This design comes from an exercise in tuning for small area on the open sky130 flow, not from production work. Function was checked by simulation only, so behaviour that the tests miss may differ from the original. Power figures rest on the tool's default switching activity, not on a simulated workload.

==> design/flow/flow/run.sh <==
#!/bin/bash
# The standard layout (standard.sh) with these changes:
#  - synthesis: the standard script, but abc uses an area-oriented ABC script
#    (flow/abc_area.script); registers are mapped exactly as in the standard run
#  - port buffers use the smallest buffer cell (buf_1)
#  - CTS clusters up to 20 sinks within 60 um per clkbuf_8 leaf buffer and inserts no dummy loads
set -euo pipefail
here=$(pwd)
export MY_ABC_SCRIPT=$here/flow/abc_area.script
bash standard.sh \
  "SYNTH_SCRIPT=$here/flow/synth.tcl" \
  "BUFFER_PORTS_ARGS=-buffer_cell sky130_fd_sc_hd__buf_1" \
  "CTS_ARGS=-sink_clustering_enable -repair_clock_nets -dont_use_dummy_load -sink_clustering_size 20 -sink_clustering_max_diameter 60 -buf_list sky130_fd_sc_hd__clkbuf_8" \
  finish > flow_make.log 2>&1
==> design/flow/flow/abc_area.script <==
strash
&get -n
&st
&nf -p -R 1000
&put
==> design/flow/flow/synth.tcl <==
# synth_recipe.tcl (the standard synthesis) with one change: abc maps the
# logic with the ABC script in $::env(MY_ABC_SCRIPT). Registers are mapped
# by dfflibmap before abc, exactly as in the standard synthesis.
proc synth {args} { yosys synth -nofsm -noshare {*}$args }
proc abc {args} {
  set i [lsearch -exact $args -script]
  if { $i >= 0 } {
    set args [lreplace $args [expr {$i+1}] [expr {$i+1}] $::env(MY_ABC_SCRIPT)]
  }
  yosys abc {*}$args
}
source $::env(SCRIPTS_DIR)/synth.tcl
# left out here: clear keep_hierarchy, flatten, clean up, hide names made inside functions, write 1_2_yosys.v
==> design/flow/standard.sh <==
#!/bin/bash
# synth_recipe.tcl (not shown) runs the flow's synth.tcl, then flattens the netlist and writes it again
# the make line also repeats each setting of config.mk as NAME=value (left out here)
make -C /OpenROAD-flow-scripts/flow DESIGN_CONFIG=/design/flow/config.mk WORK_HOME=/design/flow/orfs CLKGATE_MAP_FILE= SYNTH_SCRIPT=/design/flow/synth_recipe.tcl "${@:-finish}"
==> design/flow/config.mk <==
export PLATFORM = sky130hd
export DESIGN_NAME = reg_file
export DESIGN_NICKNAME = reg_file
export VERILOG_FILES = /design/flow/design.v
export SDC_FILE = /design/flow/constraint.sdc
export NUM_CORES = 4
export LEC_CHECK = 0
export CAP_MARGIN = 20
export CORE_MARGIN = 2
export CORE_UTILIZATION = 60
export SLEW_MARGIN = 20
==> design/flow/constraint.sdc <==
create_clock -name core_clock -period 5.0 [get_ports {clk}]
set_input_delay 1.0000 -clock core_clock [delete_from_list [all_inputs] [get_ports {clk}]]
set_output_delay 1.0000 -clock core_clock [all_outputs]
set_load 0.01 [all_outputs]
==> design/flow/design.v <==
module reg_file (
rst_n,
clk,
debug_in,
debug_out,
ram_addr,
ram_we,
ram_datain,
ram_enable,
ram_dataout
);
input rst_n;
input clk;
input   [255:0]   debug_in;
output  [255:0]   debug_out;
input [15:0]    ram_addr;
input           ram_we;
input [31:0]     ram_datain;
input           ram_enable;
output  [31:0]   ram_dataout;
reg [255:0] debug_out;
reg [31:0] ram_dataout;
reg   [255:0]   debug_in_reg1;
reg   [255:0]   debug_in_reg2;
reg clr1;
reg clr2;
wire hi_zero = ~|ram_addr[15:4];
wire [31:0] wdata0 = ram_datain & {32{rst_n}};
wire [31:0] wdata7 = {ram_datain[31:3] & {29{rst_n}}, ram_datain[2:0] | {3{~rst_n}}};
wire wr_any = ram_we & ram_enable & hi_zero & ram_addr[3];
genvar gi;
generate
  for (gi = 0; gi < 8; gi = gi + 1) begin : g_word
    wire wr_en = ~rst_n | (wr_any & (ram_addr[2:0] == gi));
    always @ (posedge clk)
      if (wr_en)
        debug_out[32*gi +: 32] <= (gi == 7) ? wdata7 : wdata0;
  end
endgenerate
always @ (posedge clk)
begin
  clr1 <= ~rst_n;
  clr2 <= ~rst_n | clr1;
  debug_in_reg1 <= debug_in;
  debug_in_reg2 <= debug_in_reg1;
end
wire rd_ok = rst_n & ram_enable & hi_zero;
wire [15:0] rsel;
generate
  for (gi = 0; gi < 16; gi = gi + 1) begin : g_rsel
    if (gi < 8) begin : g_lo
      assign rsel[gi] = rd_ok & ~clr2 & (ram_addr[3:0] == gi);
    end else begin : g_hi
      assign rsel[gi] = rd_ok & (ram_addr[3:0] == gi);
    end
  end
endgenerate
wire hold = rst_n & ~ram_enable;
wire [31:0] tsel [0:16];
wire [16:0] tgate = {hold, rsel};
genvar gj;
generate
  for (gj = 0; gj < 8; gj = gj + 1) begin : g_terms
    assign tsel[gj]   = debug_in_reg2[32*gj +: 32];
    assign tsel[gj+8] = debug_out[32*gj +: 32];
  end
endgenerate
assign tsel[16] = ram_dataout;
wire [31:0] grp [0:5];
generate
  for (gj = 0; gj < 5; gj = gj + 1) begin : g_grp
    assign grp[gj] = ~(({32{tgate[3*gj]}}   & tsel[3*gj])
                     | ({32{tgate[3*gj+1]}} & tsel[3*gj+1])
                     | ({32{tgate[3*gj+2]}} & tsel[3*gj+2]));
  end
endgenerate
assign grp[5] = ~(({32{tgate[15]}} & tsel[15]) | ({32{tgate[16]}} & tsel[16]));
wire [31:0] rdata = ~(grp[0] & grp[1] & grp[2]) | ~(grp[3] & grp[4] & grp[5]);
always @ (posedge clk)
  ram_dataout <= rdata;
endmodule
==> results of run 1 <==
kinds of logic after synthesis:
kind of cell	after synthesis
buf+inv	2
flops	802
simple gates	131
compound gates	200
cells in the final DEF (no fill, tap or decap), types with 2 or more instances in the layout:
cell,count
nand4_1,33
buf_4,46
edfxtp_1,256
nor4_2,4
nor3_2,12
or2_0,2
clkinv_1,2
a222oi_1,160
o31ai_4,8
a221oi_1,32
and2_0,32
nand2_1,35
dfxtp_1,546
buf_1,594
clkbuf_8,46
nor4_1,3
diode_2,8
nand2b_1,7
where the power goes:
group / total, mW / internal (mW) / switching, mW
registers: 7.29 / 7.12 / 0.172
logic: 0.505 / 0.140 / 0.364
clock network: 2.63 / 0.834 / 1.79
total: 10.4 / 8.10 / 2.33
worst register-to-register path: stages (launching register included):
cell and delay, ns:
dfxtp_1 0.34, or2_0 0.54, nor4_2 0.09, buf_4 0.31
a222oi_1 0.54, nand4_1 0.15
worst paths after layout:
check	startpoint	end	cells past startpoint
worst max-delay path	ram_addr[2]	ram_dataout[15]$_DFF_P_	9
worst min register to register	debug_in_reg1[111]$_DFF_P_	debug_in_reg2[111]$_DFF_P_	0
worst max register to register	clr2$_DFF_P_	ram_dataout[7]$_DFF_P_	5
worst min-delay path	debug_in_reg1[111]$_DFF_P_	debug_in_reg2[111]$_DFF_P_	0
routing by layer:
layer	global-route usage, %	part of all wire (%)
met1	43.0	34
met2	60.7	49
met3	11.4	13
met4	14.3	4.0
met5	0	0.015
flip-flops by register name, summed over array words and instances, names as in the netlist:
name / flops
clr2: 1
ram_dataout: 32
clr1: 1
debug_in_reg2: 256
debug_out: 256
debug_in_reg1: 256
layout make-up:
type                       count  area, µm²
timing repair buffer         642       2600
fill                        2363       9410
sequential                   802      18600
inverter                       2       7.51
antenna                        8       20.0
tap                          455        569
multi-input combinational    331       2860
clock buffer                  46        633
==> run_results.csv, run 1 <==
group,metric,value,unit
outcome,status,"complete, no violations",
detailed_routing,ant_nets,0,
die,ios,596,
sta,fmax,291,MHz
setup_path,cp.required,5.52,ns
sta,rsz0062_at_grt,"no",
clocking,cts_tree,"yes",
logic_synthesis,yosys_warnings,1,
setup_path,arrival,3.95,ns
global_routing,grt.overflow.total,0,
clocking,clkSinkCount,802,
die,die_x,192,µm
logic_synthesis,synthTopCellsByCount,"dfxtp_1, edfxtp_1, a222oi_1, nand2_1, nand4_1",
setup_path,cpPeakStageDelay,0.61,ns
logic_synthesis,yosys.area_share.xor_xnor,0,%
finish,drive_gt1_share,6.53,%
global_routing,antenna_found_initial,9,
setup_path,cp-end-kind,"register",
sta,fin_tns_setup,0,ns
setup_path,start_kind,"input pin",
logic_synthesis,synth_fp_nets,1443,
clocking,clkLatencyLatePin,0.64,ns
global_routing,grt_max_degree,46,
place,placed_area,0.0247,mm²
sta,finalCritPeriodShare,68.7,%
place,dpl.hpwl,47600,µm
die,fp-row-count,68,
finish,finalCoreUtilization,72.9,%
detailed_routing,via_count,13800,
logic_synthesis,async_flop_share,0,%
setup_path,critPathMaxFanout,20,
setup_path,cp_top_family,"buffers and inverters",
sta,period_needed,3.43,ns
place,place_ws,0.976,ns
run,max_cap_viol_count,0,
sta,finalWorstSetupSlack,1.57,ns
setup_path,worstPathCellList,"buf_1 -> clkinv_1 -> nand2_1 -> nor3_2 -> buf_4 -> a222oi_1 -> nand2_1 -> a221oi_1 -> nand4_1",
finish,stdcell_count,2286,
sta,finalSetupViolCount,0,
die,dieArea,0.0370,mm²
detailed_routing,remaining_drc_errors,0,
logic_synthesis,ys_types,16,
setup_path,worstSetupPathType,"input pin to register",
setup_path,critPathBufInv,3,
logic_synthesis,netlist_top_cells_area,"dfxtp_1, edfxtp_1, a222oi_1",
logic_synthesis,synth_top_family_by_area,"compound AO/OA/AOI/OAI gates",
pwr,powerDensity,412,mW/mm²
die,start_util,61.3,%
detailed_routing,routed_wl,67900,µm
clocking,clockBufferDepth,3,
sta,holdWs,0.276,ns
sta,hold_viol,0,
detailed_routing,avgViaCountPerCell,6.05,
logic_synthesis,synth_top_area_share,51.4,%
clocking,htree_levels,2,
pwr,peakVddDrop,0.320,mV
finish,finish.net_count,2133,
sta,tightest_slew,0.976,ns
logic_synthesis,synthFlopType,"dfxtp_1",
finish,area_growth,18.9,%
sta,maxSlewViolCount,0,
clocking,cts_made_buffers,46,
logic_synthesis,synthMuxAreaShare,0,%
logic_synthesis,yosys.cell_count.top_type,"dfxtp_1",
setup_path,crit_path_frequent_cell,"nand2_1",
logic_synthesis,synth_fa_ha_area_share,0,%
logic_synthesis,synth_seq_cells,802,
finish,finalInstanceArea,0.0253,mm²
detailed_routing,wl_per_cell,29.7,µm
detailed_routing,drt_first_pass_iters,12,
place,place.gp.congestion,0.892,
place,placed_cells,2232,
logic_synthesis,syn_area,0.0213,mm²
min_path,hold_class,"register to register",
pwr,leakage,9.15,nW
pwr,finalPower,10.4,mW
logic_synthesis,synth_edf_count,256,
global_routing,grt_usage,35.9,%
clocking,ctsHoldBuffers,0,
clocking,ctsResizeCount,0,
sta,relSlewSlack,34.8,%
detailed_routing,first_iter_violations,2023,
die,core,0.0347,mm²
setup_path,r2r_setup_slack,2.92,ns
die,die_height,192,µm
clocking,cts-root-buf,"clkbuf_8",
logic_synthesis,avgSynthCellArea,18.7,µm²
logic_synthesis,yosys.area.top_type,"dfxtp_1",
global_routing,grt_pass1_vias,13700,
clocking,clkTransAtPathRegs,0.11,ns
sta,fin_skew,0.0499,ns
logic_synthesis,seq_area_frac_synth,87.5,%
global_routing,grt_pass1_wl,92100,µm
logic_synthesis,synth_compound_area_share,9.13,%
setup_path,critPathSlowestCell,"buf_1",
logic_synthesis,yosys.area_share.simple,3.35,%
logic_synthesis,netlist_instances,1135,
place,numPortBuffers,595,
clocking,post_cts_buffers,0,
==> inputs of run 2 (changes only) <==
==> design/flow/flow/run.sh (replaced) <==
#!/bin/bash
# The standard layout (standard.sh) with these changes:
#  - synthesis: the standard script, but abc uses an area-oriented ABC script
#    (flow/abc_area.script); registers are mapped exactly as in the standard run
#  - port buffers use the smallest buffer cell (buf_1)
#  - CTS clusters up to 18 sinks within 50 um per clkbuf_8 leaf buffer and inserts no dummy loads
set -euo pipefail
here=$(pwd)
export MY_ABC_SCRIPT=$here/flow/abc_area.script
bash standard.sh \
  "SYNTH_SCRIPT=$here/flow/synth.tcl" \
  "BUFFER_PORTS_ARGS=-buffer_cell sky130_fd_sc_hd__buf_1" \
  "CTS_ARGS=-sink_clustering_enable -repair_clock_nets -dont_use_dummy_load -sink_clustering_size 18 -sink_clustering_max_diameter 50 -buf_list sky130_fd_sc_hd__clkbuf_8" \
  finish > flow_make.log 2>&1
==> run 2 against run 1 <==
Setup slack gained 0.023 ns; synthesized cell count is the same; clock-buffer cell count grew 6; still clean; clock skew shrank 0.024 ns.
==> run_results.csv, run 2 <==
group,metric,value,unit
detailed_routing,drt_first_pass_iters,9,
outcome,status,"complete, no violations",
setup_path,cp_top_family,"buffers and inverters",
clocking,clkLatencyLatePin,0.68,ns
setup_path,cp-end-kind,"register",
pwr,leakage,9.19,nW
finish,area_growth,19.3,%
setup_path,critPathBufInv,3,
clocking,clkSinkCount,802,
place,placed_area,0.0247,mm²
detailed_routing,first_iter_violations,1897,
clocking,ctsHoldBuffers,0,
finish,finish.net_count,2139,
clocking,ctsResizeCount,0,
logic_synthesis,synthFlopType,"dfxtp_1",
logic_synthesis,seq_area_frac_synth,87.5,%
sta,finalSetupViolCount,0,
die,die_x,192,µm
logic_synthesis,netlist_top_cells_area,"dfxtp_1, edfxtp_1, a222oi_1",
logic_synthesis,synth_seq_cells,802,
finish,drive_gt1_share,6.83,%
logic_synthesis,avgSynthCellArea,18.7,µm²
logic_synthesis,syn_area,0.0213,mm²
global_routing,grt_pass1_wl,92300,µm
die,start_util,61.3,%
setup_path,start_kind,"input pin",
detailed_routing,via_count,14000,
logic_synthesis,synth_edf_count,256,
finish,reg_top3,"debug_in_reg1: 256 flops, debug_in_reg2: 256 flops, debug_out: 256 flops",
setup_path,cpPeakStageDelay,0.62,ns
setup_path,arrival,3.94,ns
detailed_routing,wl_per_cell,29.7,µm
logic_synthesis,netlist_instances,1135,
detailed_routing,ant_nets,0,
detailed_routing,remaining_drc_errors,0,
setup_path,crit_path_frequent_cell,"nand2_1",
sta,finalCritPeriodShare,68.2,%
clocking,clkTransAtPathRegs,0.10,ns
clocking,cts-root-buf,"clkbuf_8",
global_routing,antenna_found_initial,12,
min_path,hold_class,"register to register",
clocking,cts_made_buffers,52,
clocking,post_cts_buffers,0,
setup_path,critPathSlowestCell,"buf_1",
die,fp-row-count,68,
detailed_routing,avgViaCountPerCell,6.09,
sta,hold_viol,0,
finish,fillers,2342,
sta,tightest_slew,0.981,ns
die,die_height,192,µm
setup_path,cp.required,5.53,ns
die,ios,596,
detailed_routing,routed_wl,68100,µm
place,placed_cells,2232,
place,dpl.hpwl,47600,µm
place,numPortBuffers,595,
sta,fin_tns_setup,0,ns
place,place.gp.congestion,0.892,
logic_synthesis,async_flop_share,0,%
global_routing,grt_pass1_vias,13800,
clocking,clockBufferDepth,3,
run,max_cap_viol_count,0,
pwr,powerDensity,416,mW/mm²
logic_synthesis,yosys.cell_count.top_type,"dfxtp_1",
logic_synthesis,synth_fp_nets,1443,
finish,stdcell_count,2296,
logic_synthesis,yosys_warnings,1,
finish,final_common_cell,"buf_1",
logic_synthesis,synth_top_area_share,51.4,%
setup_path,worstPathCellList,"buf_1 -> clkinv_1 -> nand2_1 -> nor3_2 -> buf_4 -> a222oi_1 -> nand2_1 -> a221oi_1 -> nand4_1",
clocking,cts_tree,"yes",
logic_synthesis,ys_types,16,
die,core,0.0347,mm²
sta,relSlewSlack,34.5,%
setup_path,critPathMaxFanout,20,
finish,layout_common_cells,"buf_1, dfxtp_1, edfxtp_1",
global_routing,grt.overflow.total,0,
finish,finalInstanceArea,0.0254,mm²
clocking,htree_levels,2,
logic_synthesis,yosys.area.top_type,"dfxtp_1",
finish,multi_input_area,0.00286,mm²
global_routing,grt_max_degree,46,
logic_synthesis,synthTopCellsByCount,"dfxtp_1, edfxtp_1, a222oi_1, nand2_1, nand4_1",
sta,fin_skew,0.0258,ns
sta,fmax,293,MHz
finish,register_area,0.0186,mm²
global_routing,grt_usage,36.0,%
pwr,peakVddDrop,0.312,mV
die,dieArea,0.0370,mm²
sta,period_needed,3.41,ns
setup_path,worstSetupPathType,"input pin to register",
sta,rsz0062_at_grt,"no",
sta,maxSlewViolCount,0,
## run 2: changes by cell type in the layout (fill, tap and decap cells not counted), sizes merged
cell / before / now
clkbuf: 47 / 53
diode: 8 / 12
## run 2: cell families (layout without fill, tap and decap cells)
family | count (synthesis) | count (layout) | synth area share, %
other | 0 | 12 | 0
AND/OR/NAND/NOR | 131 | 131 | 3.35
buffers and inverters | 2 | 696 | 0.0353
AO/OA/AOI/OAI | 200 | 200 | 9.13
flip-flops | 802 | 802 | 87.5
## run 2: path summary, 6_finish.rpt
kind                                                 start                          to  slack, ns  depth (start not counted)
worst max-delay path                           ram_addr[2]      ram_dataout[8]$_DFF_P_       1.59                          9
worst min-delay path            debug_in_reg1[146]$_DFF_P_  debug_in_reg2[146]$_DFF_P_       0.31                          0
worst max register to register                clr2$_DFF_P_      ram_dataout[7]$_DFF_P_       2.91                          5
worst min register to register  debug_in_reg1[146]$_DFF_P_  debug_in_reg2[146]$_DFF_P_       0.31                          0
## run 2: metrics by stage
| stage | worst slack (ns) | power [mW] | utilization, % | hold WS [ns] |
|---|---|---|---|---|
| after floorplan | 0.122 | 7.53 | - | 0.310 |
| after global placement | 1.14 | 7.93 | 71.0 | 0.310 |
| after detailed placement | 0.976 | 7.94 | 71.0 | 0.312 |
| after CTS | 1.66 | 10.6 | 73.1 | 0.312 |
| after global routing | 1.39 | 10.9 | 73.1 | 0.315 |
| final | 1.59 | 10.6 | 73.2 | 0.309 |
## run 2: layer usage
metal	vias up	track usage [%]	routed length, µm
met5	-	0	11
met4	2	15.7	2920
met3	159	11.5	9040
met2	1014	60.3	33200
met1	6876	42.9	22900
li1	5923	-	-
## run 2: final cells by class
cell class / count / area share (%)
sequential: 802 / 73.3
multi-input combinational: 331 / 11.3
timing repair buffer: 642 / 10.2
clock buffer: 52 / 2.82
tap: 455 / 2.24
antenna: 12 / 0.118
inverter: 2 / 0.0296
## run 2: where the power goes
group	internal (mW)	total [mW]	leakage [nW]	switching, mW
clock network	0.934	2.76	0.374	1.82
registers	7.12	7.29	7.06	0.172
logic	0.140	0.505	1.76	0.365
total	8.20	10.6	9.19	2.36
## run 2: worst register-to-register path, delay by kind of cell, from the launching register on
| family | cells | cell delay [ns] |
|---|---|---|
| DFF | 1 | 0.33 |
| AOI/OAI and AO/OA | 1 | 0.52 |
| buffers and inverters | 1 | 0.33 |
| and+or+nand+nor | 3 | 0.77 |
==> inputs of run 3 (changes only) <==
==> design/flow/flow/run.sh (replaced) <==
#!/bin/bash
# The standard layout (standard.sh) with these changes:
#  - synthesis: the standard script, but abc uses an area-oriented ABC script
#    (flow/abc_area.script); registers are mapped exactly as in the standard run
#  - port buffers use the smallest buffer cell (buf_1)
#  - after global placement, flow/fixbuf.tcl replaces the buffer trees that
#    placement's repair built on the high-fanout nets with one buf_4 per net
#    (the rest of the flow, including repair_design, then runs as standard)
#  - CTS clusters up to 20 sinks within 60 um per clkbuf_8 leaf buffer and
#    inserts no dummy loads
set -euo pipefail
here=$(pwd)
export MY_ABC_SCRIPT=$here/flow/abc_area.script
args=(
  "SYNTH_SCRIPT=$here/flow/synth.tcl"
  "BUFFER_PORTS_ARGS=-buffer_cell sky130_fd_sc_hd__buf_1"
  "CTS_ARGS=-sink_clustering_enable -repair_clock_nets -dont_use_dummy_load -sink_clustering_size 20 -sink_clustering_max_diameter 60 -buf_list sky130_fd_sc_hd__clkbuf_8"
)
res=$here/orfs/results/$FLOW_PLATFORM/reg_file/base
bash standard.sh "${args[@]}" "$res/3_3_place_gp.odb" > flow_make_place.log 2>&1
LIB=$FLOW_HOME/platforms/$FLOW_PLATFORM/lib/sky130_fd_sc_hd__tt_025C_1v80.lib \
PLATFORM_DIR=$FLOW_HOME/platforms/$FLOW_PLATFORM \
FIX_ODB=$res/3_3_place_gp.odb FIX_SDC=$res/2_floorplan.sdc \
MIN_FANOUT=16 BUF_CELL=sky130_fd_sc_hd__buf_4 \
  openroad -no_init -exit flow/fixbuf.tcl > fixbuf.log 2>&1
bash standard.sh "${args[@]}" finish > flow_make.log 2>&1
==> design/flow/flow/fixbuf.tcl (new file) <==
# Replace the buffer trees that global placement's repair_design built on
# high-fanout nets by a single buffer per net, placed at the centroid of
# the net's loads, and return the net's driver to its smallest size.
# In: $::env(FIX_ODB) (3_3_place_gp.odb), written back in place.
read_liberty $::env(LIB)
read_db $::env(FIX_ODB)
read_sdc $::env(FIX_SDC)
source $::env(PLATFORM_DIR)/setRC.tcl
set db [ord::get_db]
set block [ord::get_db_block]
proc area {} { set a 0; foreach i [[ord::get_db_block] getInsts] { set m [$i getMaster]; if {![string match "*tap*" [$m getName]]} { set a [expr {$a + [$m getWidth]*[$m getHeight]/1e6}] } }; return $a }
puts "area before: [area]"
# 1. remove the buffers placement repair inserted (named place*)
set nrm 0
foreach inst [$block getInsts] {
  if {![string match "place*" [$inst getName]]} { continue }
  if {![regexp {__(buf|clkbuf)_[0-9]+$} [[$inst getMaster] getName]]} { continue }
  set in ""; set out ""
  foreach it [$inst getITerms] {
    if {[$it isInputSignal]} { set in [$it getNet] }
    if {[$it isOutputSignal]} { set out [$it getNet] }
  }
  if {$in == "" || $out == "" || [llength [$out getBTerms]] > 0} { continue }
  foreach it [$out getITerms] {
    if {[$it getInst] == $inst} { continue }
    $it disconnect
    $it connect $in
  }
  odb::dbInst_destroy $inst
  odb::dbNet_destroy $out
  incr nrm
}
puts "removed $nrm buffers; area [area]"
# 2. one buffer per high-fanout signal net, and the driver back to size 1
set nb 0
foreach net [$block getNets] {
  if {[$net getSigType] != "SIGNAL"} { continue }
  set its [$net getITerms]
  set isclk 0
  foreach it $its { if {[[$it getMTerm] getName] == "CLK"} { set isclk 1 } }
  if {$isclk} { continue }
  set nl 0; set sx 0.0; set sy 0.0; set drv ""
  foreach it $its {
    if {[$it isInputSignal]} {
      incr nl
      set bb [[$it getInst] getBBox]
      set sx [expr {$sx + [$bb xMin]}]; set sy [expr {$sy + [$bb yMin]}]
    } elseif {[$it isOutputSignal]} { set drv [$it getInst] }
  }
  if {$nl < $::env(MIN_FANOUT)} { continue }
  set x [expr {$sx / $nl / 1000.0}]; set y [expr {$sy / $nl / 1000.0}]
  insert_buffer -buffer_cell $::env(BUF_CELL) -net [sta::find_net [$net getName]] -location [list $x $y]
  incr nb
  if {$drv != ""} {
    set m [[$drv getMaster] getName]
    if {[regexp {^(sky130_fd_sc_hd__[a-z0-9]+)_([0-9]+)$} $m -> base sz] && $sz > 1 && ![string match "*df*" $m] && ![string match "*buf*" $m]} {
      set small [$db findMaster ${base}_1]
      if {$small != "NULL"} { $drv swapMaster $small; puts "downsize [$drv getName] $m -> ${base}_1" }
    }
  }
}
puts "inserted $nb buffers; area [area]"
estimate_parasitics -placement
report_check_types -max_slew -max_capacitance -violators -format end
write_db $::env(FIX_ODB)
==> run 3 against run 2 <==
Critical path depth down 1; routed wire length down 1.0%; die area unchanged; clock power down 5%; still clean; global-route usage down 0.67 points; cell area down 1.7%; utilization down 1.3 points; fmax down 0.94%; largest cell class unchanged; total power down 1.4%.
==> run_results.csv, run 3 <==
group,metric,value,unit
detailed_routing,via_count,13800,
setup_path,crit_path_frequent_cell,"buf_4",
setup_path,reg2reg_from,"clr2$_DFF_P_",
global_routing,grt.overflow.total,0,
logic_synthesis,synth_fp_nets,1443,
logic_synthesis,ys_types,16,
die,ios,596,
logic_synthesis,yosys_warnings,1,
die,dieArea,0.0370,mm²
global_routing,antenna_found_initial,17,
detailed_routing,wl_per_cell,29.6,µm
sta,finalCritPeriodShare,68.9,%
clocking,post_cts_buffers,0,
clocking,clkSinkCount,802,
setup_path,cp.required,5.60,ns
place,place.gp.congestion,0.892,
place,placed_area,0.0243,mm²
sta,fin_tns_setup,0,ns
detailed_routing,ant_nets,0,
setup_path,cpPeakStageDelay,0.65,ns
die,core,0.0347,mm²
place,dpl.hpwl,44000,µm
pwr,powerDensity,417,mW/mm²
place,numPortBuffers,595,
logic_synthesis,netlist_instances,1135,
global_routing,grt_pass1_wl,90800,µm
pwr,peakVddDrop,0.354,mV
sta,finalWorstSetupSlack,1.56,ns
finish,area_growth,17.3,%
clocking,ctsHoldBuffers,0,
logic_synthesis,syn_area,0.0213,mm²
logic_synthesis,synth_top_area_share,51.4,%
finish,drive_gt1_share,4.05,%
detailed_routing,routed_wl,67400,µm
outcome,status,"complete, no violations",
clocking,htree_levels,2,
sta,fmax,290,MHz
detailed_routing,avgViaCountPerCell,6.05,
die,start_util,61.3,%
logic_synthesis,yosys.area.top_type,"dfxtp_1",
setup_path,worstSetupPathType,"input pin to register",
logic_synthesis,yosys.cell_count.top_type,"dfxtp_1",
setup_path,critPathBufInv,3,
run,max_cap_viol_count,0,
logic_synthesis,synthFlopType,"dfxtp_1",
setup_path,arrival,4.04,ns
logic_synthesis,netlist_top_cells_area,"dfxtp_1, edfxtp_1, a222oi_1",
logic_synthesis,synth_edf_count,256,
min_path,hold_class,"register to register",
die,die_height,192,µm
detailed_routing,remaining_drc_errors,0,
clocking,clockBufferDepth,3,
global_routing,grt_pass1_vias,13400,
clocking,cts_made_buffers,46,
setup_path,cp-startpoint,"rst_n",
clocking,cts_tree,"yes",
logic_synthesis,seq_area_frac_synth,87.5,%
finish,layout_common_cells,"buf_1, dfxtp_1, edfxtp_1",
setup_path,r2r_setup_slack,2.75,ns
logic_synthesis,synth_seq_cells,802,
clocking,clkLatencyLatePin,0.63,ns
global_routing,grt_max_degree,47,
detailed_routing,drt_first_pass_iters,10,
sta,fin_skew,0.0535,ns
sta,hold_viol,0,
sta,period_needed,3.44,ns
finish,finish.net_count,2112,
logic_synthesis,async_flop_share,0,%
clocking,clkTransAtPathRegs,0.12,ns
sta,finalSetupViolCount,0,
pwr,finalPower,10.4,mW
clocking,cts-root-buf,"clkbuf_8",
setup_path,start_kind,"input pin",
logic_synthesis,avgSynthCellArea,18.7,µm²
setup_path,critPathMaxFanout,46,
place,place_ws,1.09,ns
setup_path,critPathSlowestCell,"buf_4",
sta,tightest_slew,0.674,ns
logic_synthesis,synthTopCellsByCount,"dfxtp_1, edfxtp_1, a222oi_1, nand2_1, nand4_1",
detailed_routing,first_iter_violations,1861,
sta,rsz0062_at_grt,"no",
pwr,leakage,9.01,nW
finish,final_common_cell,"buf_1",
setup_path,cp_top_family,"simple AND/OR/NAND/NOR gates",
finish,finalInstanceArea,0.0250,mm²
die,die_x,192,µm
global_routing,grt_usage,35.4,%
finish,reg_top3,"debug_in_reg1: 256 flops, debug_in_reg2: 256 flops, debug_out: 256 flops",
clocking,ctsResizeCount,0,
setup_path,cp-end-kind,"register",
die,fp-row-count,68,
sta,relSlewSlack,55.1,%
setup_path,worstPathCellList,"clkbuf_2 -> buf_4 -> nand3_1 -> or2_0 -> nor4_1 -> buf_4 -> a222oi_1 -> nand4_1",
sta,maxSlewViolCount,0,
min_path,min_from,"debug_in_reg1[208]$_DFF_P_",
run 3: cell counts after synthesis:
No cell type changed its count.
run 3: cells by family (layout without fill, tap and decap cells):
| logic type | Yosys count | after routing | synth area share [%] |
|---|---|---|---|
| AOI/OAI and AO/OA | 200 | 200 | 9.13 |
| and+or+nand+nor | 131 | 131 | 3.35 |
| DFF | 802 | 802 | 87.5 |
| other | 0 | 17 | 0 |
| buffers and inverters | 2 | 669 | 0.0353 |
run 3: stage by stage:
stage	hold slack, ns	cells	util, %
5_1_grt	0.330	2267	71.8
4_1_cts	0.324	2257	71.8
3_3_place_gp	0.310	2232	71.0
6_report	0.324	2274	71.9
3_5_place_dp	0.312	2211	69.9
2_1_floorplan	0.310	1135	-
run 3: path summary, 6_finish.rpt:
check                                    end  cells past startpoint
setup / recovery      ram_dataout[8]$_DFF_P_                      8
hold / removal    debug_in_reg2[208]$_DFF_P_                      0
hold reg to reg   debug_in_reg2[208]$_DFF_P_                      0
setup reg to reg      ram_dataout[8]$_DFF_P_                      5
run 3: cell type report:
type / count / area (µm²)
Tap cell: 455 / 569
Multi-Input combinational cell: 331 / 2660
Antenna cell: 17 / 42.5
Inverter: 2 / 7.51
Fill cell: 2384 / 9760
Sequential cell: 802 / 18600
Clock buffer: 46 / 633
Timing Repair Buffer: 621 / 2430
run 3: worst register-to-register path, delay by kind of cell (launching register included):
kind | cells | cell delay, ns
flip-flops | 1 | 0.32
buffers and inverters | 1 | 0.65
AO/OA/AOI/OAI | 1 | 0.23
AND/OR/NAND/NOR | 3 | 0.99
run 3: where the power goes:
group          leakage, nW  total, mW  switching (mW)  internal, mW
sequential            7.06       7.30           0.172          7.12
combinational         1.62      0.488           0.356         0.132
clock                0.331       2.63            1.79         0.835
total                 9.01       10.4            2.32          8.09
run 3: routing by layer:
metal | global-route usage [%] | vias to the layer above | part of all wire (%)
met1 | 41.7 | 6730 | 34
met5 | 0 | - | 0.059
met3 | 10.9 | 182 | 13
met4 | 16.4 | 6 | 4.6
met2 | 59.4 | 965 | 49
li1 | - | 5877 | -
==> inputs of run 4 (changes only) <==
--- a/design/flow/flow/run.sh
+++ b/design/flow/flow/run.sh
@@ -5,5 +5,5 @@
 #  - port buffers use the smallest buffer cell (buf_1)
 #  - after global placement, flow/fixbuf.tcl replaces the buffer trees that
-#    placement's repair built on the high-fanout nets with one buf_4 per net
+#    placement's repair built on the high-fanout nets with one buf_2 per net
 #    (the rest of the flow, including repair_design, then runs as standard)
 #  - CTS clusters up to 20 sinks within 60 um per clkbuf_8 leaf buffer and
@@ -22,5 +22,5 @@
 PLATFORM_DIR=$FLOW_HOME/platforms/$FLOW_PLATFORM \
 FIX_ODB=$res/3_3_place_gp.odb FIX_SDC=$res/2_floorplan.sdc \
-MIN_FANOUT=16 BUF_CELL=sky130_fd_sc_hd__buf_4 \
+MIN_FANOUT=16 BUF_CELL=sky130_fd_sc_hd__buf_2 \
   openroad -no_init -exit flow/fixbuf.tcl > fixbuf.log 2>&1
 bash standard.sh "${args[@]}" finish > flow_make.log 2>&1
--- a/design/flow/config.mk
+++ b/design/flow/config.mk
@@ -8,4 +8,4 @@
 export CAP_MARGIN = 20
 export CORE_MARGIN = 2
-export CORE_UTILIZATION = 60
+export CORE_UTILIZATION = 70
 export SLEW_MARGIN = 20
==> run 4 against run 3 <==
Global-route usage up 6.3 points; sequential power about the same; first-iteration DRC count up 55%; final cell count down 2.9%; cell area down 0.59%; clock skew up 0.0041 ns; clock-buffer cell count unchanged; sequential share of layout area up 0.44 points.
==> run_results.csv, run 4 <==
group,metric,value,unit
place,place.gp.congestion,0.905,
logic_synthesis,seq_area_frac_synth,87.5,%
sta,hold_viol,0,
sta,holdWs,0.266,ns
clocking,ctsResizeCount,0,
setup_path,cp-startpoint,"rst_n",
finish,reg_top3,"debug_in_reg1: 256 flops, debug_in_reg2: 256 flops, debug_out: 256 flops",
logic_synthesis,yosys_warnings,1,
logic_synthesis,syn_area,0.0213,mm²
global_routing,grt.overflow.total,0,
detailed_routing,ant_nets,0,
logic_synthesis,yosys.cell_count.top_type,"dfxtp_1",
sta,tightest_slew,1.19,ns
global_routing,grt_pass1_vias,14100,
clocking,cts_tree,"yes",
detailed_routing,drt_first_pass_iters,11,
sta,maxSlewViolCount,0,
detailed_routing,routed_wl,68500,µm
logic_synthesis,synthFlopType,"dfxtp_1",
logic_synthesis,synthTopCellsByCount,"dfxtp_1, edfxtp_1, a222oi_1, nand2_1, nand4_1",
clocking,htree_levels,2,
setup_path,r2r_setup_slack,2.52,ns
setup_path,critPathMaxFanout,46,
sta,fmax,246,MHz
logic_synthesis,ys_types,16,
logic_synthesis,netlist_top_cells_area,"dfxtp_1, edfxtp_1, a222oi_1",
clocking,clockBufferDepth,3,
die,start_util,71.4,%
setup_path,cp-end-kind,"register",
setup_path,worstRegToRegCells,5,
min_path,hold_class,"register to register",
place,placed_cells,2146,
logic_synthesis,avgSynthCellArea,18.7,µm²
global_routing,grt_pass1_wl,92700,µm
sta,finalSetupViolCount,0,
logic_synthesis,synth_seq_cells,802,
place,numPortBuffers,595,
die,die_height,178,µm
sta,rsz0062_at_grt,"no",
sta,fin_tns_setup,0,ns
setup_path,arrival,4.60,ns
detailed_routing,remaining_drc_errors,0,
clocking,clkTransAtPathRegs,0.11,ns
setup_path,worstSetupPathType,"input pin to register",
pwr,powerDensity,421,mW/mm²
setup_path,worstReg2RegEnd,"ram_dataout[10]$_DFF_P_",
die,core,0.0298,mm²
detailed_routing,first_iter_violations,2893,
finish,register_area,0.0186,mm²
logic_synthesis,synth_fp_nets,1443,
global_routing,grt_max_degree,47,
clocking,cts-root-buf,"clkbuf_8",
place,dpl.hpwl,44400,µm
detailed_routing,via_count,14500,
finish,fillers,1562,
global_routing,grt_usage,41.7,%
clocking,clkSinkCount,802,
sta,fin_skew,0.0576,ns
die,die_x,178,µm
outcome,status,"complete, no violations",
sta,finalCritPeriodShare,81.2,%
setup_path,start_kind,"input pin",
finish,layout_common_cells,"buf_1, dfxtp_1, edfxtp_1",
clocking,post_cts_buffers,0,
setup_path,critPathCapture,"ram_dataout[10]$_DFF_P_",
finish,stdcell_count,2209,
finish,area_growth,16.6,%
die,fp-row-count,63,
finish,multi_input_area,0.00266,mm²
finish,drive_gt1_share,4.05,%
pwr,leakage,9.01,nW
finish,finish.net_count,2112,
run,max_cap_viol_count,0,
sta,relSlewSlack,20.3,%
setup_path,cp.required,5.54,ns
pwr,peakVddDrop,0.435,mV
clocking,clkLatencyLatePin,0.60,ns
die,dieArea,0.0318,mm²
detailed_routing,wl_per_cell,31.0,µm
logic_synthesis,synth_edf_count,256,
detailed_routing,avgViaCountPerCell,6.56,
logic_synthesis,synth_top_area_share,51.4,%
logic_synthesis,netlist_instances,1135,
global_routing,antenna_found_initial,12,
logic_synthesis,yosys.area.top_type,"dfxtp_1",
die,ios,596,
sta,period_needed,4.06,ns
finish,final_common_cell,"buf_1",
clocking,ctsHoldBuffers,0,
logic_synthesis,async_flop_share,0,%
setup_path,reg2reg_from,"clr2$_DFF_P_",
clocking,cts_made_buffers,46,
==> run 4: cell type report <==
| cell class | instances | share of cell area [%] |
|---|---|---|
| multi-input cells | 331 | 10.7 |
| inverters | 2 | 0.0303 |
| well taps | 390 | 1.97 |
| clock buffers | 46 | 2.55 |
| diodes | 17 | 0.171 |
| flip-flops and latches | 802 | 75.0 |
| repair buffers | 621 | 9.53 |
==> run 4: worst min path at each step <==
stage	start	end	slack, ns	cells past startpoint
3_5_place_dp	debug_in_reg1[109]$_DFF_P_	debug_in_reg2[109]$_DFF_P_	0.31	0
3_3_place_gp	debug_in_reg1[201]$_DFF_P_	debug_in_reg2[201]$_DFF_P_	0.31	0
2_1_floorplan	debug_in_reg1[0]$_DFF_P_	debug_in_reg2[0]$_DFF_P_	0.31	0
5_1_grt	debug_in_reg1[190]$_DFF_P_	debug_in_reg2[190]$_DFF_P_	0.26	0
4_1_cts	debug_in_reg1[190]$_DFF_P_	debug_in_reg2[190]$_DFF_P_	0.27	0
6_report	debug_in_reg1[190]$_DFF_P_	debug_in_reg2[190]$_DFF_P_	0.27	0
==> run 4: cell families after synthesis <==
kind of cell	after synthesis	share of synthesized area [%]
compound gates	200	9.13
buf+inv	2	0.0353
flops	802	87.5
simple gates	131	3.35
==> run 4: critical path, stage by stage <==
cell,delay (ns)
clkbuf_2,0.09
buf_2,0.81
nand3_1,0.49
or2_0,0.48
nor4_1,0.22
buf_2,0.93
a222oi_1,0.38
nand4_1,0.18
==> run 4: layer usage <==
layer | part of all wire (%) | wire [µm] | track usage (%) | vias to the layer above
met1 | 32 | 21800 | 48.3 | 6909
li1 | - | - | - | 5875
met2 | 47 | 32500 | 67.4 | 1430
met5 | 0.045 | 31 | 0 | -
met3 | 14 | 9780 | 14.7 | 282
met4 | 6.4 | 4360 | 24.6 | 4
==> run 4: stage by stage <==
| step | area [µm²] | util (%) | worst slack, ns | total power, mW |
|---|---|---|---|---|
| 6_report | 24800 | 83.3 | 0.942 | 10.4 |
| 5_1_grt | 24800 | 83.2 | 0.868 | 10.7 |
| 4_1_cts | 24800 | 83.1 | 1.17 | 10.4 |
| 3_5_place_dp | 24100 | 81.0 | 0.557 | 7.92 |
| 3_3_place_gp | 24600 | 82.5 | 1.10 | 7.92 |
| 2_1_floorplan | 21300 | - | 0.122 | 7.53 |
==> run 4: power by group <==
| part | internal [mW] | switching [mW] |
|---|---|---|
| logic | 0.130 | 0.367 |
| registers | 7.13 | 0.186 |
| clock network | 0.834 | 1.80 |
| total | 8.09 | 2.35 |
==> inputs of run 5 (changes only) <==
--- a/design/flow/config.mk
+++ b/design/flow/config.mk
@@ -8,4 +8,4 @@
 export CAP_MARGIN = 20
 export CORE_MARGIN = 2
-export CORE_UTILIZATION = 70
+export CORE_UTILIZATION = 60
 export SLEW_MARGIN = 20
==> run 5 against run 4 <==
Sequential cell count stayed put; final cell count grew 2.8%; synthesized cell count did not move; routed wire length is 1.8% lower; area after synthesis is the same; critical path depth unchanged; register-to-register slack got worse by 0.05 ns; sequential share of layout area fell by 0.22 points; via count fell by 5.1%; clock skew decreased by 0.011 ns; non-clock buffer count stayed put; highest routed layer unchanged.
==> run_results.csv, run 5 <==
group,metric,value,unit
sta,tightest_slew,1.20,ns
sta,maxSlewViolCount,0,
global_routing,grt_pass1_wl,90700,µm
die,die_x,192,µm
clocking,ctsResizeCount,0,
die,core,0.0347,mm²
clocking,cts_tree,"yes",
logic_synthesis,seq_area_frac_synth,87.5,%
clocking,post_cts_buffers,0,
pwr,leakage,9.01,nW
logic_synthesis,synth_seq_cells,802,
pwr,peakVddDrop,0.331,mV
die,fp-row-count,68,
detailed_routing,first_iter_violations,1897,
finish,final_common_cell,"buf_1",
die,die_height,192,µm
detailed_routing,wl_per_cell,29.6,µm
logic_synthesis,yosys.area.top_type,"dfxtp_1",
finish,finish.net_count,2112,
logic_synthesis,ys_types,16,
setup_path,cp-end-kind,"register",
sta,rsz0062_at_grt,"no",
logic_synthesis,netlist_top_cells_area,"dfxtp_1, edfxtp_1, a222oi_1",
clocking,clockBufferDepth,3,
detailed_routing,via_count,13800,
global_routing,grt.overflow.total,0,
detailed_routing,ant_nets,0,
place,placed_cells,2211,
setup_path,cp.required,5.57,ns
clocking,clkSinkCount,802,
clocking,cts-root-buf,"clkbuf_8",
finish,stdcell_count,2271,
place,numPortBuffers,595,
sta,holdWs,0.331,ns
sta,fin_tns_setup,0,ns
setup_path,start_kind,"input pin",
clocking,clkTransAtPathRegs,0.11,ns
die,dieArea,0.0370,mm²
clocking,ctsHoldBuffers,0,
detailed_routing,remaining_drc_errors,0,
logic_synthesis,syn_area,0.0213,mm²
logic_synthesis,synth_fp_nets,1443,
min_path,hold_class,"register to register",
finish,drive_gt1_share,4.05,%
finish,finalCoreUtilization,71.7,%
setup_path,worstSetupPathType,"input pin to register",
global_routing,grt_pass1_vias,13600,
sta,hold_viol,0,
finish,reg_top3,"debug_in_reg1: 256 flops, debug_in_reg2: 256 flops, debug_out: 256 flops",
sta,fin_skew,0.0465,ns
detailed_routing,drt_first_pass_iters,9,
place,dpl.hpwl,44000,µm
setup_path,arrival,4.79,ns
run,max_cap_viol_count,0,
sta,relSlewSlack,19.7,%
finish,layout_common_cells,"buf_1, dfxtp_1, edfxtp_1",
logic_synthesis,yosys.cell_count.top_type,"dfxtp_1",
clocking,cts_made_buffers,46,
clocking,htree_levels,2,
logic_synthesis,synth_top_area_share,51.4,%
clocking,clkLatencyLatePin,0.62,ns
logic_synthesis,synthFlopType,"dfxtp_1",
global_routing,antenna_found_initial,18,
detailed_routing,avgViaCountPerCell,6.06,
global_routing,grt_usage,35.2,%
logic_synthesis,synthTopCellsByCount,"dfxtp_1, edfxtp_1, a222oi_1, nand2_1, nand4_1",
global_routing,grt_max_degree,47,
logic_synthesis,netlist_instances,1135,
die,ios,596,
outcome,status,"complete, no violations",
setup_path,critPathMaxFanout,46,
sta,fmax,237,MHz
die,start_util,61.3,%
logic_synthesis,synth_edf_count,256,
sta,finalCritPeriodShare,84.4,%
finish,area_growth,16.9,%
logic_synthesis,async_flop_share,0,%
logic_synthesis,yosys_warnings,1,
sta,period_needed,4.22,ns
logic_synthesis,avgSynthCellArea,18.7,µm²
pwr,powerDensity,417,mW/mm²
detailed_routing,routed_wl,67300,µm
place,place.gp.congestion,0.892,
sta,finalSetupViolCount,0,
## run 5: cell counts after synthesis
Identical to the previous run, type by type.
## run 5: worst max-delay path, cell delays in order
cell      delay (ns)
clkbuf_2        0.09
buf_2           0.91
nand3_1         0.50
or2_0           0.46
nor4_1          0.31
buf_2           0.96
a222oi_1        0.34
nand4_1         0.18
## run 5: cell families after synthesis
group | count (synthesis) | share of synthesized area, %
and+or+nand+nor | 131 | 3.35
AOI/OAI and AO/OA | 200 | 9.13
buffers and inverters | 2 | 0.0353
DFF | 802 | 87.5
## run 5: per-layer routing
layer  vias up  global-route usage (%)  routed length, µm
met3       179                    11.3               8640
met2       969                    59.8              33200
li1       5876                       -                  -
met4         8                    15.0               2710
met1      6731                    41.3              22700
met5         -                       0                 53
## run 5: cell type report
class	instances	area [µm²]
Clock buffer	46	633
Timing Repair Buffer	621	2360
Fill cell	2407	9830
Sequential cell	802	18600
Inverter	2	7.51
Tap cell	455	569
Antenna cell	14	35.0
Multi-Input combinational cell	331	2660
## run 5: stage by stage
| stage | area [µm²] | total power, mW | setup slack, ns |
|---|---|---|---|
| floorplan | 21300 | 7.53 | 0.122 |
| global placement | 24700 | 7.93 | 1.14 |
| detailed placement | 24200 | 7.92 | 0.289 |
| CTS | 24800 | 10.4 | 0.938 |
| global route | 24900 | 10.7 | 0.772 |
| finish | 24900 | 10.4 | 0.778 |
## run 5: power by group
part,internal (mW),switching (mW)
clock network,0.834,1.77
registers,7.13,0.173
logic,0.130,0.355
total,8.09,2.30
## run 5: worst paths after layout
| path | from | to | slack [ns] | cells after the start |
|---|---|---|---|---|
| max | rst_n | ram_dataout[7]$_DFF_P_ | 0.78 | 8 |
| min | debug_in_reg1[246]$_DFF_P_ | debug_in_reg2[246]$_DFF_P_ | 0.33 | 0 |
| max reg2reg | clr2$_DFF_P_ | ram_dataout[7]$_DFF_P_ | 2.47 | 5 |
| min reg2reg | debug_in_reg1[246]$_DFF_P_ | debug_in_reg2[246]$_DFF_P_ | 0.33 | 0 |
==> inputs of run 6 (changes only) <==
--- a/design/flow/flow/run.sh
+++ b/design/flow/flow/run.sh
@@ -7,5 +7,5 @@
 #    placement's repair built on the high-fanout nets with one buf_2 per net
 #    (the rest of the flow, including repair_design, then runs as standard)
-#  - CTS clusters up to 20 sinks within 60 um per clkbuf_8 leaf buffer and
+#  - CTS clusters up to 20 sinks within 60 um per clkbuf_8 leaf buffer, uses clkbuf_16 above the leaves, and
 #    inserts no dummy loads
 set -euo pipefail
@@ -15,5 +15,5 @@
   "SYNTH_SCRIPT=$here/flow/synth.tcl"
   "BUFFER_PORTS_ARGS=-buffer_cell sky130_fd_sc_hd__buf_1"
-  "CTS_ARGS=-sink_clustering_enable -repair_clock_nets -dont_use_dummy_load -sink_clustering_size 20 -sink_clustering_max_diameter 60 -buf_list sky130_fd_sc_hd__clkbuf_8"
+  "CTS_ARGS=-sink_clustering_enable -repair_clock_nets -dont_use_dummy_load -sink_clustering_size 20 -sink_clustering_max_diameter 60 -buf_list sky130_fd_sc_hd__clkbuf_8 -root_buf sky130_fd_sc_hd__clkbuf_16 -tree_buf sky130_fd_sc_hd__clkbuf_16"
 )
 res=$here/orfs/results/$FLOW_PLATFORM/reg_file/base
==> run 6 against run 5 <==
First-iteration DRC count is 0.74% lower; die area stayed put; sequential cell count stayed put; area after synthesis stayed put; critical endpoint unchanged; register-to-register slack hardly changed; total power is 0.99% higher; non-clock buffer count stayed put; via count is 0.30% higher; setup slack worse by 0.082 ns.
==> run_results.csv, run 6 <==
group,metric,value,unit
logic_synthesis,ys_types,16,
outcome,status,"complete, no violations",
clocking,htree_levels,2,
logic_synthesis,synth_top_area_share,51.4,%
pwr,powerDensity,421,mW/mm²
die,start_util,61.3,%
logic_synthesis,yosys_warnings,1,
setup_path,arrival,4.80,ns
min_path,min_delay_path_depth,0,
sta,relSlewSlack,18.7,%
pwr,peakVddDrop,0.345,mV
die,fp-row-count,68,
detailed_routing,first_iter_violations,1883,
finish,area_growth,17.2,%
clocking,clkSinkCount,802,
clocking,cts_made_buffers,46,
global_routing,met1_usage,41.4,%
sta,hold_viol,0,
global_routing,grt_util_met3,11.2,%
clocking,cts-root-buf,"clkbuf_16",
logic_synthesis,seq_area_frac_synth,87.5,%
logic_synthesis,netlist_top_cells_area,"dfxtp_1, edfxtp_1, a222oi_1",
logic_synthesis,synth_fp_nets,1443,
clocking,ctsHoldBuffers,0,
finish,fillers,2396,
setup_path,reg2reg_from,"clr2$_DFF_P_",
logic_synthesis,async_flop_share,0,%
clocking,post_cts_buffers,0,
sta,finalSetupViolCount,0,
detailed_routing,ant_nets,0,
global_routing,grt_usage,35.2,%
setup_path,start_kind,"input pin",
min_path,hold_class,"register to register",
die,die_height,192,µm
sta,tightest_slew,1.22,ns
setup_path,cp.required,5.49,ns
global_routing,grt_pass1_wl,90600,µm
global_routing,top_usage_layer,"met2",
logic_synthesis,synth_edf_count,256,
global_routing,grt.overflow.total,0,
finish,layout_common_cells,"buf_1, dfxtp_1, edfxtp_1",
die,core,0.0347,mm²
clocking,clockBufferDepth,3,
sta,fin_tns_setup,0,ns
setup_path,worstSetupPathType,"input pin to register",
detailed_routing,routed_wl,67300,µm
sta,fin_skew,0.0436,ns
global_routing,grt_util_met2,59.6,%
logic_synthesis,avgSynthCellArea,18.7,µm²
finish,drive_gt1_share,4.05,%
logic_synthesis,synth_seq_cells,802,
logic_synthesis,yosys.area.top_type,"dfxtp_1",
finish,final_common_cell,"buf_1",
clocking,ctsResizeCount,0,
detailed_routing,remaining_drc_errors,0,
logic_synthesis,syn_area,0.0213,mm²
place,dpl.hpwl,44000,µm
min_path,min_from,"debug_in_reg1[246]$_DFF_P_",
detailed_routing,wl_per_cell,29.6,µm
global_routing,grt_pass1_vias,13600,
pwr,leakage,9.03,nW
setup_path,cp-end-kind,"register",
detailed_routing,drt_first_pass_iters,9,
clocking,cts_tree,"yes",
logic_synthesis,netlist_instances,1135,
die,die_x,192,µm
global_routing,antenna_found_initial,18,
sta,period_needed,4.30,ns
run,max_cap_viol_count,0,
finish,finish.net_count,2112,
global_routing,grt_max_degree,47,
setup_path,cp-startpoint,"rst_n",
finish,reg_top3,"debug_in_reg1: 256 flops, debug_in_reg2: 256 flops, debug_out: 256 flops",
clocking,clkTransAtPathRegs,0.11,ns
sta,fmax,232,MHz
die,ios,596,
clocking,clkLatencyLatePin,0.54,ns
logic_synthesis,yosys.cell_count.top_type,"dfxtp_1",
sta,finalCritPeriodShare,86.1,%
setup_path,r2r_setup_slack,2.46,ns
place,place.gp.congestion,0.892,
detailed_routing,via_count,13800,
detailed_routing,avgViaCountPerCell,6.07,
place,numPortBuffers,595,
sta,maxSlewViolCount,0,
logic_synthesis,synthFlopType,"dfxtp_1",
logic_synthesis,synthTopCellsByCount,"dfxtp_1, edfxtp_1, a222oi_1, nand2_1, nand4_1",
pwr,finalPower,10.5,mW
sta,rsz0062_at_grt,"no",
setup_path,critPathMaxFanout,46,
die,dieArea,0.0370,mm²
setup_path,worstRegToRegCells,5,
[run 6: power by group]
part | switching, mW | leakage (nW) | total [mW] | internal [mW]
Sequential | 0.172 | 7.06 | 7.30 | 7.13
Combinational | 0.355 | 1.62 | 0.485 | 0.130
Clock | 1.78 | 0.357 | 2.71 | 0.930
Total | 2.30 | 9.03 | 10.5 | 8.19
[run 6: logic make-up after synthesis]
family | synth area share (%)
flip-flops | 87.5
AO/OA/AOI/OAI | 9.13
AND/OR/NAND/NOR | 3.35
buffers and inverters | 0.0353
[run 6: layer usage]
layer	part of all wire, %	up-vias
met5	0.095	-
met4	4.3	10
met3	13	180
met2	49	978
met1	34	6757
li1	-	5879
[run 6: final timing paths]
| kind | endpoint |
|---|---|
| max | ram_dataout[7]$_DFF_P_ |
| min | debug_in_reg2[246]$_DFF_P_ |
| max reg2reg | ram_dataout[7]$_DFF_P_ |
| min reg2reg | debug_in_reg2[246]$_DFF_P_ |
[run 6: stage by stage]
step / setup WS [ns] / cells / instance area [µm²] / hold WS (ns) / util [%]
after global placement: 1.14 / 2232 / 24700 / 0.310 / 71.0
final: 0.695 / 2273 / 24900 / 0.331 / 71.9
after global routing: 0.694 / 2269 / 24900 / 0.339 / 71.8
after floorplan: 0.122 / 1135 / 21300 / 0.310 / -
after detailed placement: 0.289 / 2211 / 24200 / 0.312 / 69.8
after CTS: 0.847 / 2257 / 24900 / 0.331 / 71.7
[run 6: worst max-delay path: stages]
cell and delay, ns:
clkbuf_2 0.09, buf_2 0.90, nand3_1 0.50, or2_0 0.46, nor4_1 0.33, buf_2 0.95, a222oi_1 0.34, nand4_1 0.18
[run 6: final cells by class]
cell class                      count  area (µm²)  area share, %
Antenna cell                       16        40.0          0.161
Timing Repair Buffer              621        2360           9.48
Multi-Input combinational cell    331        2660           10.6
Sequential cell                   802       18600           74.6
Tap cell                          455         569           2.28
Inverter                            2        7.51         0.0301
Clock buffer                       46         689           2.76

-- afterwards: timing with drivers on the ports --
In the flow no input, the clock included, has a driving cell. The finished layouts below were timed again as built, in two steps. Step 1 sets driving cells, clkbuf_16 on the clock port and buf_2 on the other inputs (assumed; they add their load-dependent delay and slew). Step 2, shift: input delay + t, output delay - t, t = (earliest + latest rising clock arrival at the registers) / 2. This alone moves slack from input paths to output paths. Slacks: no drivers / after step 1 / after step 2; pairs: no drivers / after step 1.
| run | t (ns) | setup slack, ns | latest minus earliest clock arrival (ns) | worst slew at a driven data input, ns |
|---|---|---|---|---|
| run 1 | 0.674 | 1.567 / 1.533 / 0.859 | 0.071 / 0.071 | 0.15 |
| run 2 | 0.708 | 1.590 / 1.542 / 0.835 | 0.048 / 0.049 | 0.14 |
| run 3 | 0.674 | 1.557 / 1.505 / 0.831 | 0.081 / 0.082 | 0.16 |
| run 4 | 0.643 | 0.942 / 0.887 / 0.244 | 0.093 / 0.092 | 0.13 |
| run 5 | 0.655 | 0.778 / 0.719 / 0.064 | 0.056 / 0.057 | 0.14 |
| run 6 | 0.588 | 0.695 / 0.642 / 0.055 | 0.058 / 0.059 | 0.14 |
After both steps setup and hold are still met in every run listed. The setup slack of run 2, which loses most, moves by -0.048 ns with the drivers and by -0.755 ns with both steps.
